Context: an optimization exercise on an open-source flow, tuned for small area, a short achievable clock period and few clock cycles per item. The choices shown serve that exercise and are no tape-out recipe.
Function was checked by simulation only, so behaviour that the tests miss may differ from the original.
Power figures rest on the tool's default switching activity, not on a simulated workload.

### flow/design.v
module mul8us_cs(input wire [7:0] a, input wire [7:0] w, output wire [15:0] vs, output wire [15:0] vc);
    wire [7:0] pp0, pp1, pp2, pp3, pp4, pp5, pp6, nx;
    assign pp0 = a & {8{w[0]}};
    assign pp1 = a & {8{w[1]}};
    assign pp2 = a & {8{w[2]}};
    assign pp3 = a & {8{w[3]}};
    assign pp4 = a & {8{w[4]}};
    assign pp5 = a & {8{w[5]}};
    assign pp6 = a & {8{w[6]}};
    assign nx = ~(a & {8{w[7]}});
    wire s0 = pp0[6] ^ pp1[5];
    wire c0 = pp0[6] & pp1[5];
    wire s1 = pp0[7] ^ pp1[6] ^ pp2[5];
    wire c1 = (pp0[7] & pp1[6]) | (pp0[7] & pp2[5]) | (pp1[6] & pp2[5]);
    wire s2 = pp3[4] ^ pp4[3] ^ pp5[2];
    wire c2 = (pp3[4] & pp4[3]) | (pp3[4] & pp5[2]) | (pp4[3] & pp5[2]);
    wire s3 = pp1[7] ^ pp2[6] ^ pp3[5];
    wire c3 = (pp1[7] & pp2[6]) | (pp1[7] & pp3[5]) | (pp2[6] & pp3[5]);
    wire s4 = pp4[4] ^ pp5[3];
    wire c4 = pp4[4] & pp5[3];
    wire s5 = pp2[7] ^ pp3[6] ^ pp4[5];
    wire c5 = (pp2[7] & pp3[6]) | (pp2[7] & pp4[5]) | (pp3[6] & pp4[5]);
    wire s6 = pp0[4] ^ pp1[3];
    wire c6 = pp0[4] & pp1[3];
    wire s7 = pp0[5] ^ pp1[4] ^ pp2[3];
    wire c7 = (pp0[5] & pp1[4]) | (pp0[5] & pp2[3]) | (pp1[4] & pp2[3]);
    wire s8 = pp3[2] ^ pp4[1];
    wire c8 = pp3[2] & pp4[1];
    wire s9 = s0 ^ pp2[4] ^ pp3[3];
    wire c9 = (s0 & pp2[4]) | (s0 & pp3[3]) | (pp2[4] & pp3[3]);
    wire s10 = pp4[2] ^ pp5[1] ^ pp6[0];
    wire c10 = (pp4[2] & pp5[1]) | (pp4[2] & pp6[0]) | (pp5[1] & pp6[0]);
    wire s11 = c0 ^ s1 ^ s2;
    wire c11 = (c0 & s1) | (c0 & s2) | (s1 & s2);
    wire s12 = pp6[1] ^ nx[0] ^ 1'b1;
    wire c12 = (pp6[1] & nx[0]) | (pp6[1] & 1'b1) | (nx[0] & 1'b1);
    wire s13 = c1 ^ c2 ^ s3;
    wire c13 = (c1 & c2) | (c1 & s3) | (c2 & s3);
    wire s14 = s4 ^ pp6[2] ^ nx[1];
    wire c14 = (s4 & pp6[2]) | (s4 & nx[1]) | (pp6[2] & nx[1]);
    wire s15 = c3 ^ c4 ^ s5;
    wire c15 = (c3 & c4) | (c3 & s5) | (c4 & s5);
    wire s16 = pp5[4] ^ pp6[3] ^ nx[2];
    wire c16 = (pp5[4] & pp6[3]) | (pp5[4] & nx[2]) | (pp6[3] & nx[2]);
    wire s17 = c5 ^ pp3[7] ^ pp4[6];
    wire c17 = (c5 & pp3[7]) | (c5 & pp4[6]) | (pp3[7] & pp4[6]);
    wire s18 = pp5[5] ^ pp6[4] ^ nx[3];
    wire c18 = (pp5[5] & pp6[4]) | (pp5[5] & nx[3]) | (pp6[4] & nx[3]);
    wire s19 = pp4[7] ^ pp5[6] ^ pp6[5];
    wire c19 = (pp4[7] & pp5[6]) | (pp4[7] & pp6[5]) | (pp5[6] & pp6[5]);
    wire s20 = pp0[3] ^ pp1[2];
    wire c20 = pp0[3] & pp1[2];
    wire s21 = s6 ^ pp2[2] ^ pp3[1];
    wire c21 = (s6 & pp2[2]) | (s6 & pp3[1]) | (pp2[2] & pp3[1]);
    wire s22 = c6 ^ s7 ^ s8;
    wire c22 = (c6 & s7) | (c6 & s8) | (s7 & s8);
    wire s23 = c7 ^ c8 ^ s9;
    wire c23 = (c7 & c8) | (c7 & s9) | (c8 & s9);
    wire s24 = c9 ^ c10 ^ s11;
    wire c24 = (c9 & c10) | (c9 & s11) | (c10 & s11);
    wire s25 = c11 ^ c12 ^ s13;
    wire c25 = (c11 & c12) | (c11 & s13) | (c12 & s13);
    wire s26 = c13 ^ c14 ^ s15;
    wire c26 = (c13 & c14) | (c13 & s15) | (c14 & s15);
    wire s27 = c15 ^ c16 ^ s17;
    wire c27 = (c15 & c16) | (c15 & s17) | (c16 & s17);
    wire s28 = c17 ^ c18 ^ s19;
    wire c28 = (c17 & c18) | (c17 & s19) | (c18 & s19);
    wire s29 = c19 ^ pp5[7] ^ pp6[6];
    wire c29 = (c19 & pp5[7]) | (c19 & pp6[6]) | (pp5[7] & pp6[6]);
    wire s30 = pp0[2] ^ pp1[1];
    wire c30 = pp0[2] & pp1[1];
    wire s31 = s20 ^ pp2[1] ^ pp3[0];
    wire c31 = (s20 & pp2[1]) | (s20 & pp3[0]) | (pp2[1] & pp3[0]);
    wire s32 = c20 ^ s21 ^ pp4[0];
    wire c32 = (c20 & s21) | (c20 & pp4[0]) | (s21 & pp4[0]);
    wire s33 = c21 ^ s22 ^ pp5[0];
    wire c33 = (c21 & s22) | (c21 & pp5[0]) | (s22 & pp5[0]);
    wire s34 = c22 ^ s23 ^ s10;
    wire c34 = (c22 & s23) | (c22 & s10) | (s23 & s10);
    wire s35 = c23 ^ s24 ^ s12;
    wire c35 = (c23 & s24) | (c23 & s12) | (s24 & s12);
    wire s36 = c24 ^ s25 ^ s14;
    wire c36 = (c24 & s25) | (c24 & s14) | (s25 & s14);
    wire s37 = c25 ^ s26 ^ s16;
    wire c37 = (c25 & s26) | (c25 & s16) | (s26 & s16);
    wire s38 = c26 ^ s27 ^ s18;
    wire c38 = (c26 & s27) | (c26 & s18) | (s27 & s18);
    wire s39 = c27 ^ s28 ^ nx[4];
    wire c39 = (c27 & s28) | (c27 & nx[4]) | (s28 & nx[4]);
    wire s40 = c28 ^ s29 ^ nx[5];
    wire c40 = (c28 & s29) | (c28 & nx[5]) | (s29 & nx[5]);
    wire s41 = c29 ^ pp6[7] ^ nx[6];
    wire c41 = (c29 & pp6[7]) | (c29 & nx[6]) | (pp6[7] & nx[6]);
    assign vs = {1'b0, c41, c40, c39, c38, c37, c36, c35, c34, c33, c32, c31, c30, s30, pp0[1], pp0[0]};
    assign vc = {1'b0, nx[7], s41, s40, s39, s38, s37, s36, s35, s34, s33, s32, s31, pp2[0], pp1[0], 1'b0};
endmodule
`timescale 1ns / 1ps
module cnn_top(
    input wire clk,
    input wire rst,
    input wire start,
    output reg  [9:0]  img_addr,
    input  wire [7:0]  img_data,
    output reg  [14:0] w_addr,
    input  wire [7:0]  w_data,
    output reg  [10:0] s_raddr,
    input  wire [7:0]  s_rdata,
    output reg  [10:0] s_waddr,
    output reg  [7:0]  s_wdata,
    output reg         s_we,
    output reg  [3:0]  result,
    output wire [79:0] scores,
    output reg         done
);
    localparam W2_BASE = 15'd21704;
    localparam PB2_0   = 11'd1614;     
    localparam LK_NONE = 3'd0, LK_CQ0 = 3'd1, LK_CQM = 3'd2, LK_CQ3 = 3'd3,
               LK_FC1 = 3'd4, LK_FC2 = 3'd5;
    localparam S_IDLE = 3'd0, S_COPY = 3'd1, S_CONV = 3'd2, S_FC1 = 3'd3,
               S_FC2 = 3'd4, S_WAIT = 3'd5, S_FIN = 3'd6;
    reg [2:0] st;
    reg [1:0] f;           
    reg [3:0] pr, pc;      
    reg [1:0] q;           
    reg [1:0] kr, kc;      
    reg [9:0] pb;          
    reg [10:0] pb2;        
    reg [2:0] gap;         
    reg       bphase;      
    reg [4:0] o;           
    reg [14:0] wp;         
    reg       i_cp, i_asel, i_bias, i_cb, i_first, i_lw;    
    reg [2:0] i_lk;
    reg       m_cp, m_asel, m_bias, m_cb, m_first, m_lw;    
    reg [2:0] m_lk;
    reg       d_first, d_lw, c_first, c_lw, a_lw;
    reg [2:0] d_lk, c_lk, a_lk;
    reg       o_cout, o_lw, o_sc, o_cout2;
    wire [1:0] rowo = q[1] + kr;
    wire [6:0] toff = rowo * 5'd28 + q[0] + kc;
    wire [9:0] conv_addr  = pb + toff;
    wire [10:0] conv_addr2 = pb2 + toff;
    wire [5:0] conv_w = {f, 3'b000} + f + {kr, 1'b0} + kr + kc;
    wire       tap_last = (kr == 2'd2) && (kc == 2'd2);
    wire       win_last = (pr == 4'd6) && (pc == 4'd6);
    always @(posedge clk) begin
        img_addr <= conv_addr;
        w_addr <= {9'd0, conv_w};
        s_raddr <= conv_addr2;
        if (rst) begin
            st <= S_IDLE;
            done <= 1'b0;
            i_cp <= 1'b0; i_asel <= 1'b0; i_bias <= 1'b0; i_cb <= 1'b0; i_first <= 1'b0;
            i_lw <= 1'b0; i_lk <= LK_NONE;
        end else begin
            i_cp <= 1'b0; i_asel <= 1'b0; i_bias <= 1'b0; i_cb <= 1'b0; i_first <= 1'b0;
            i_lw <= 1'b0; i_lk <= LK_NONE;
            case (st)
                S_IDLE: begin
                    pb <= 10'd336;
                    if (start) st <= S_COPY;
                end
                S_COPY: begin
                    img_addr <= pb;
                    i_cp <= 1'b1;
                    pb <= pb + 10'd1;
                    w_addr <= 15'd36;
                    i_cb <= (pb == 10'd336);
                    if (pb == 10'd783) begin
                        st <= S_CONV;
                        f <= 2'd0; pr <= 4'd0; pc <= 4'd0; q <= 2'd0; kr <= 2'd0; kc <= 2'd0;
                        pb <= 10'd0; pb2 <= PB2_0; gap <= 3'd0; bphase <= 1'b0;
                    end
                end
                S_CONV: begin
                    if (gap != 3'd0) begin
                        gap <= gap - 3'd1;
                    end else if (bphase) begin
                        w_addr <= 15'd36 + f;
                        i_cb <= 1'b1;
                        bphase <= 1'b0;
                    end else begin
                        i_first <= (kr == 2'd0) && (kc == 2'd0);
                        i_lw <= win_last;
                        i_lk <= !tap_last ? LK_NONE :
                                (q == 2'd0) ? LK_CQ0 :
                                (q == 2'd3) ? LK_CQ3 : LK_CQM;
                        if (kc == 2'd2) begin
                            kc <= 2'd0;
                            if (kr == 2'd2) begin
                                kr <= 2'd0;
                                q <= q + 2'd1;
                                if (q == 2'd3) begin
                                    pb2 <= pb2 + ((pc == 4'd5) ? 11'd32 : 11'd2);
                                    if (win_last) begin
                                        pr <= 4'd0; pc <= 4'd0;
                                        pb <= 10'd0; pb2 <= PB2_0;
                                        f <= f + 2'd1;
                                        gap <= 3'd4;
                                        bphase <= 1'b1;
                                        if (f == 2'd3) begin
                                            st <= S_FC1;
                                            o <= 5'd0;
                                            wp <= 15'd40;
                                            gap <= 3'd0;
                                        end
                                    end else if (pc == 4'd12) begin
                                        pc <= 4'd0;
                                        pr <= pr + 4'd1;
                                        pb <= pb + 10'd32;
                                    end else begin
                                        pc <= pc + 4'd1;
                                        pb <= pb + 10'd2;
                                    end
                                end
                            end else begin
                                kr <= kr + 2'd1;
                            end
                        end else begin
                            kc <= kc + 2'd1;
                        end
                    end
                end
                S_FC1, S_FC2: begin
                    if (bphase) begin
                        w_addr <= (st == S_FC1 ? 15'd21672 : 15'd22024) + o;
                        i_bias <= 1'b1;
                        i_first <= 1'b1;
                        bphase <= 1'b0;
                        s_raddr <= (st == S_FC1) ? 11'h7ff : 11'd675;
                    end else begin
                        w_addr <= wp;
                        wp <= wp + 15'd1;
                        s_raddr <= s_raddr + 11'd1;
                        i_asel <= 1'b1;
                        if (s_raddr == 11'd674 || s_raddr == 11'd706) begin
                            i_lk <= (st == S_FC1) ? LK_FC1 : LK_FC2;
                            bphase <= 1'b1;
                            o <= o + 5'd1;
                            if (st == S_FC1 && o == 5'd31) begin
                                st <= S_FC2;
                                o <= 5'd0;
                                wp <= W2_BASE;
                            end else if (st == S_FC2 && o == 5'd9) begin
                                st <= S_WAIT;
                            end
                        end
                    end
                end
                S_WAIT: begin
                    if (o_sc && k == 4'd9) begin
                        done <= 1'b1;
                        st <= S_FIN;
                    end
                end
                S_FIN: begin
                    if (!start) begin
                        done <= 1'b0;
                        st <= S_IDLE;
                    end
                end
                default: st <= S_IDLE;
            endcase
        end
    end
    reg [7:0] a_r, a2_r, w_r;
    reg [15:0] vs, vc, vs2, vc2;
    reg [25:0] acc;
    reg [19:0] acc2;
    reg signed [11:0] mx, mx2;
    reg signed [7:0] bc;
    reg [79:0] sc;
    reg [7:0] bestv;
    reg [3:0] k;
    reg [9:0] wa;          
    assign scores = sc;
    wire [15:0] pvs, pvc, pvs2, pvc2;
    mul8us_cs mul1 (.a(a_r),  .w(w_r), .vs(pvs),  .vc(pvc));
    mul8us_cs mul2 (.a(a2_r), .w(w_r), .vs(pvs2), .vc(pvc2));
    wire [25:0] kinit = (st == S_FC1) ? -26'd22183936 :      
                        (st == S_CONV) ? -26'd294912 :       
                                         -26'd1081344;       
    always @(posedge clk) begin
        if (rst) begin
            m_cp <= 1'b0; m_asel <= 1'b0; m_bias <= 1'b0; m_cb <= 1'b0; m_first <= 1'b0;
            m_lw <= 1'b0; m_lk <= LK_NONE;
            d_first <= 1'b0; d_lw <= 1'b0; d_lk <= LK_NONE;
            c_first <= 1'b0; c_lw <= 1'b0; c_lk <= LK_NONE;
            a_lw <= 1'b0; a_lk <= LK_NONE;
            o_cout <= 1'b0; o_lw <= 1'b0; o_sc <= 1'b0; o_cout2 <= 1'b0;
            s_we <= 1'b0;
        end else begin
            m_cp <= i_cp; m_asel <= i_asel; m_bias <= i_bias; m_cb <= i_cb; m_first <= i_first;
            m_lw <= i_lw; m_lk <= i_lk;
            d_first <= m_first; d_lw <= m_lw; d_lk <= m_lk;
            c_first <= d_first; c_lw <= d_lw; c_lk <= d_lk;
            a_lw <= c_lw; a_lk <= c_lk;
            o_cout <= (a_lk == LK_CQ3);
            o_lw <= a_lw;
            o_sc <= (a_lk == LK_FC2);
            o_cout2 <= o_cout && !o_lw;
            s_we <= m_cp || (a_lk == LK_FC1) || o_cout || o_cout2;
        end
    end
    wire [7:0] fc_clip = acc[25] ? 8'd0 : (|acc[24:15]) ? 8'd255 : acc[14:7];
    wire signed [12:0] cv_t = (o_cout ? mx : mx2) + bc;
    wire [7:0] cv_clip = cv_t[12] ? 8'd0 : (|cv_t[11:8]) ? 8'd255 : cv_t[7:0];
    wire signed [11:0] av  = acc[19:8];
    wire signed [11:0] av2 = acc2[19:8];
    always @(posedge clk) begin
        a_r <= m_bias ? 8'd128 : m_asel ? s_rdata : img_data;
        a2_r <= s_rdata;
        w_r <= w_data;
        if (m_cb) bc <= w_data;
        vs <= pvs; vc <= pvc;
        vs2 <= pvs2; vc2 <= pvc2;
        acc <= (c_first ? kinit : acc) + vs + vc;
        acc2 <= (c_first ? -20'd294912 : acc2) + vs2 + vc2;
        if (a_lk == LK_CQ0) begin
            mx <= av; mx2 <= av2;
        end else if (a_lk == LK_CQM || a_lk == LK_CQ3) begin
            if (av > mx) mx <= av;
            if (av2 > mx2) mx2 <= av2;
        end
        if (a_lk == LK_FC2) sc <= {fc_clip, sc[79:8]};
        s_wdata <= m_cp ? img_data : (a_lk == LK_FC1) ? fc_clip : cv_clip;
        if (m_cp) s_waddr <= {1'b1, wa};
        else if (o_cout2) s_waddr <= {1'b0, wa + 10'd85};
        else s_waddr <= {1'b0, wa};
        if (st == S_IDLE) wa <= 10'd576;
        else if (m_cp || (a_lk == LK_FC1) || o_cout2) wa <= wa + 10'd1;
        else if (o_cout && o_lw) wa <= wa + 10'd85;
        if (st == S_IDLE) k <= 4'd0;
        else if (o_sc) begin
            if (k == 4'd0 || sc[79:72] > bestv) begin
                bestv <= sc[79:72];
                result <= k;
            end
            k <= k + 4'd1;
        end
    end
endmodule
### flow/run.sh
#!/bin/bash
# synth_recipe.tcl (not shown) runs the flow's synth.tcl, then flattens the netlist and writes it again
# the make line also repeats each setting of config.mk as NAME=value (left out here)
make -C /OpenROAD-flow-scripts/flow DESIGN_CONFIG=/design/flow/config.mk WORK_HOME=/design/flow/orfs CLKGATE_MAP_FILE= SYNTH_SCRIPT=/design/flow/synth_recipe.tcl finish
### flow/config.mk
export PLATFORM = sky130hd
export DESIGN_NAME = cnn_top
export DESIGN_NICKNAME = cnn_top
export VERILOG_FILES = /design/flow/design.v
export SDC_FILE = /design/flow/constraint.sdc
export NUM_CORES = 4
export LEC_CHECK = 0
export CAP_MARGIN = 20
export CORE_MARGIN = 2
export CORE_UTILIZATION = 60
export SLEW_MARGIN = 20
### flow/constraint.sdc
create_clock -name core_clock -period 9.0 [get_ports {clk}]
set_input_delay 1.8000 -clock core_clock [delete_from_list [all_inputs] [get_ports {clk}]]
set_output_delay 1.8000 -clock core_clock [all_outputs]
set_load 0.01 [all_outputs]
==> metrics.md <==
| Metric | Value |
|---|---|
| Status | timing/DRC/antenna clean |
| Maxcap violations | 0 |
| Core footprint | 35,700 sq um |
| Max Slew Vio Count | 0 |
| Num Clock Sinks | 422 |
| Gp weighted congestion | 0.848 |
| Crit path capture type | flip-flop |
| Post-Synthesis Cells | 2,000 |
| Clk_skew | 0.0214 ns |
| Reg clk slew, reported paths | 0.06 ns |
| Post-route DRC | 0 |
| GRT Total Usage | 26.1% |
| Main area contributors after synthesis | edfxtp_1 25%, dfxtp_1 22%, fa_1 9.7% |
| IO buf count | ~170 |
| FFs w/ async S/R, synth | 0% |
| Initial DRC count | 843 |
| Post-DRT Antenna Nets | 0 |
| Pin count of the biggest net entering global routing | 62 |
| Internal power | approximately 4.6 mW |
| Seq/Total Area, Yosys | 47.2% |
| Synth cell count leaders | 238 x dfxtp_1, 184 x edfxtp_1, 168 x nor2_1 |
| Worst skew pair latency | between 0.5 and 0.6 ns |
| Via count | between 15,000 and 20,000 |
| Vias in the first global route | 15,200 |
| Std-Cell Rows | 69 |
| Starting Density | 61.2% |
| Setup WS post-layout | slightly below 5 ns |
| Power share of the clock group | between 20 and 30% |
| Final Hold Viols | 0 |
| Hold crit path type | flip-flop to flip-flop |
| Worst-Margin Slew | between 1 and 1.5 ns |
| Final setup fails | 0 |
| Synth top area share | 25.3% |
| P_leak | 10.2 nW |
| Total CTS buffers | 45 |
| Via density | 5.67 |
| Most frequent cell after synthesis | dfxtp_1 |
| RSZ-0062 raised after global routing | no |
| Worst vdd ir | 0.000221 V |
| Boundary Pins | 168 |
| CTS tree | built |
| Syn Std Cell Area | 21,800 sq um |
| Routed WL per cell | around 18 microns |
| Cell Pwr Density | 280 nW/um^2 |
| Final #Nets | 2,444 |
| Register bit total from synthesis | 422 |
| Detailed Routing Iterations Pass 1 | 5 |
| Switching Share | a little over a third |
| Setup WS pre-CTS | 4.99 ns |
| Cell taking the most area after synthesis | edfxtp_1 |
| Crit Path Category | flip-flop to flip-flop |
| DP HPWL | 36,100 microns |
| P_sw | 2.52 mW |
| Combinational power share | 38.3% |
| Synthesis-to-layout area growth | 16.1% |
| Seq pwr share | 36.6% |
| Grt ovf | 0 |
| Data arrival, critical path | 4.54 ns |
| Postcts setup bufs | 0 |
| Post-cts resize count | 0 |
| Synth Net Count | 2,280 |
| H-tree Lvls | 2 |
| Final WL | 48,700 microns |
| Diodes inserted | 0 |
| Hold-fix buffers, CTS | 0 |
| Layout cells sized above 1 | 5.18% |
| Root Driver | clkbuf_16 |
| First-pass GRT wire length | 79,400 microns |
| Relative slew slack | 23.1% |
| Setup_tns | 0 ns |
| Die Area | 37,900 sq um |
| Period minus WS final | 4.08 ns |
| EDFF count, synth | 184 |
| Nature of the critical path startpoint | flip-flop |
| Avg Cell Area, Syn | roughly 11 sq um |
| Period utilization | 45.3% |
| Max Buffers Root-to-Sink | 3 |
| Antenna violations before repair | 1 |
| Synth Flop Type | dfxtp_1 |
| Distinct cell type count after synthesis | 89 |
| Synthesis Warnings | 1 |
| Die width | 195 microns |
| CP required | 9.46 ns |
| DIE HEIGHT | 195 microns |
| Max frequency | roughly 0.25 GHz |
| Maximum fanout along the worst path | between 60 and 70 |
## metrics by stage
stage	hold WS (ns)	total power, mW	util (%)	instances	cell area, sq um
3_3_place_gp	0.416	5.23	67.0	2578	23900
4_1_cts	0.433	7.13	71.0	2662	25300
3_5_place_dp	0.414	5.31	67.0	2578	23900
6_report	0.433	7.09	71.0	2662	25300
5_1_grt	0.454	7.61	71.0	2662	25300
2_1_floorplan	0.406	4.64	-	2000	21800
## final cells by class
type | instances | area [sq um]
Sequential cell | 422 | 10300
Tap cell | 461 | 577
Multi-Input combinational cell | 1383 | 10800
Fill cell | 2682 | 10300
Clock inverter | 16 | 111
Timing Repair Buffer | 173 | 1710
Inverter | 139 | 522
Clock buffer | 68 | 1310
## logic make-up (layout without fill, tap and decap cells)
group | count (synthesis) | count (layout) | synth area share (%)
AND/OR/NAND/NOR | 657 | 657 | 15.3
flip-flops | 422 | 422 | 47.2
AO/OA/AOI/OAI | 331 | 331 | 10.0
adder cells (fa/ha/maj) | 253 | 253 | 18.2
buffers and inverters | 195 | 396 | 3.45
XOR/XNOR | 119 | 119 | 4.81
multiplexers | 23 | 23 | 1.10
## power by group through the flow
stage / registers (mW) / clock network [mW] / logic [mW]
floorplan: 2.53 / 0 / 2.11
global placement: 2.63 / 0 / 2.60
detailed placement: 2.64 / 0 / 2.67
CTS: 2.60 / 1.81 / 2.72
global route: 2.64 / 1.89 / 3.08
finish: 2.60 / 1.78 / 2.72
## placed cells by master, fill, tap and decap left out, drive strengths merged, types with 81 or more instances in the layout
master | Yosys | routed
o21ai | 81 | 81
nand2 | 152 | 152
and2 | 91 | 91
edfxtp | 184 | 184
clkdlybuf4s50 | 0 | 166
fa | 106 | 106
inv | 139 | 141
nor2 | 168 | 168
dfxtp | 238 | 238
ha | 147 | 147
## worst max-delay path, stage by stage, from the launching register on
cell and delay, ns:
dfxtp_2 0.32, buf_4 0.48, nor2b_1 0.14, fa_1 0.45
ha_1 0.25, fa_1 0.44, a211oi_1 0.34, o21ai_1 0.18
a2111oi_1 0.54, o21ai_1 0.24, a31oi_2 0.28, mux2i_1 0.22
nor2_1 0.06
## state kept, by name (all words and copies together) (netlist names), 10 cells and up
register	cells
vc2	14
w_addr	15
sc	80
mx	12
wp	15
wa	10
vs	15
s_waddr	11
mx2	12
img_addr	10
s_raddr	11
pb2	10
acc	26
vs2	15
pb	10
acc2	20
vc	14
## worst paths after layout
path,startpoint,endpoint,slack (ns),cells after the start
max,c_first,acc2[17],4.92,12
min,c_lk[1],a_lk[1],0.43,1
max reg2reg,c_first,acc2[17],4.92,12
min reg2reg,c_lk[1],a_lk[1],0.43,1
## layer usage
metal	vias to the layer above	GRT usage, %	share of wire [%]
met5	-	0	0
met4	0	8.69	3.1
met3	98	4.75	5.5
met2	453	42.2	47
met1	7312	35.8	45
li1	7222	-	-
Testbench counts, summed over its fixed seeds: cycles 555,272, images 16.

[re-timing with driven ports]
The results above use ideal ports. As a check the final layout listed here was re-extracted and re-timed, cells and wires unchanged.
Step 1 (the two cells are an assumption about what drives the block):
set clk [get_ports {clk}]
set_driving_cell -lib_cell sky130_fd_sc_hd__clkbuf_16 $clk
set_driving_cell -lib_cell sky130_fd_sc_hd__buf_2 [delete_from_list [all_inputs] $clk]
Step 2 moves the port delays by t, midway between the first and last clock arrival at a register: inputs arrive t later, outputs are due t later. That takes back most of the time a late clock gives input paths.
Slacks: ideal ports / drivers / drivers and shift; pairs: ideal ports / drivers.
t, ns: 0.621
slack for setup (ns): 4.921 / 4.921 / 4.921
hold slack, ns: 0.433 / 0.433 / 0.433
worst data-port slew with drivers (ns): 0.04
After both steps this run still meets setup and hold. For this run, drivers alone change the setup slack by 0.000 ns; drivers and shift together by 0.000 ns.
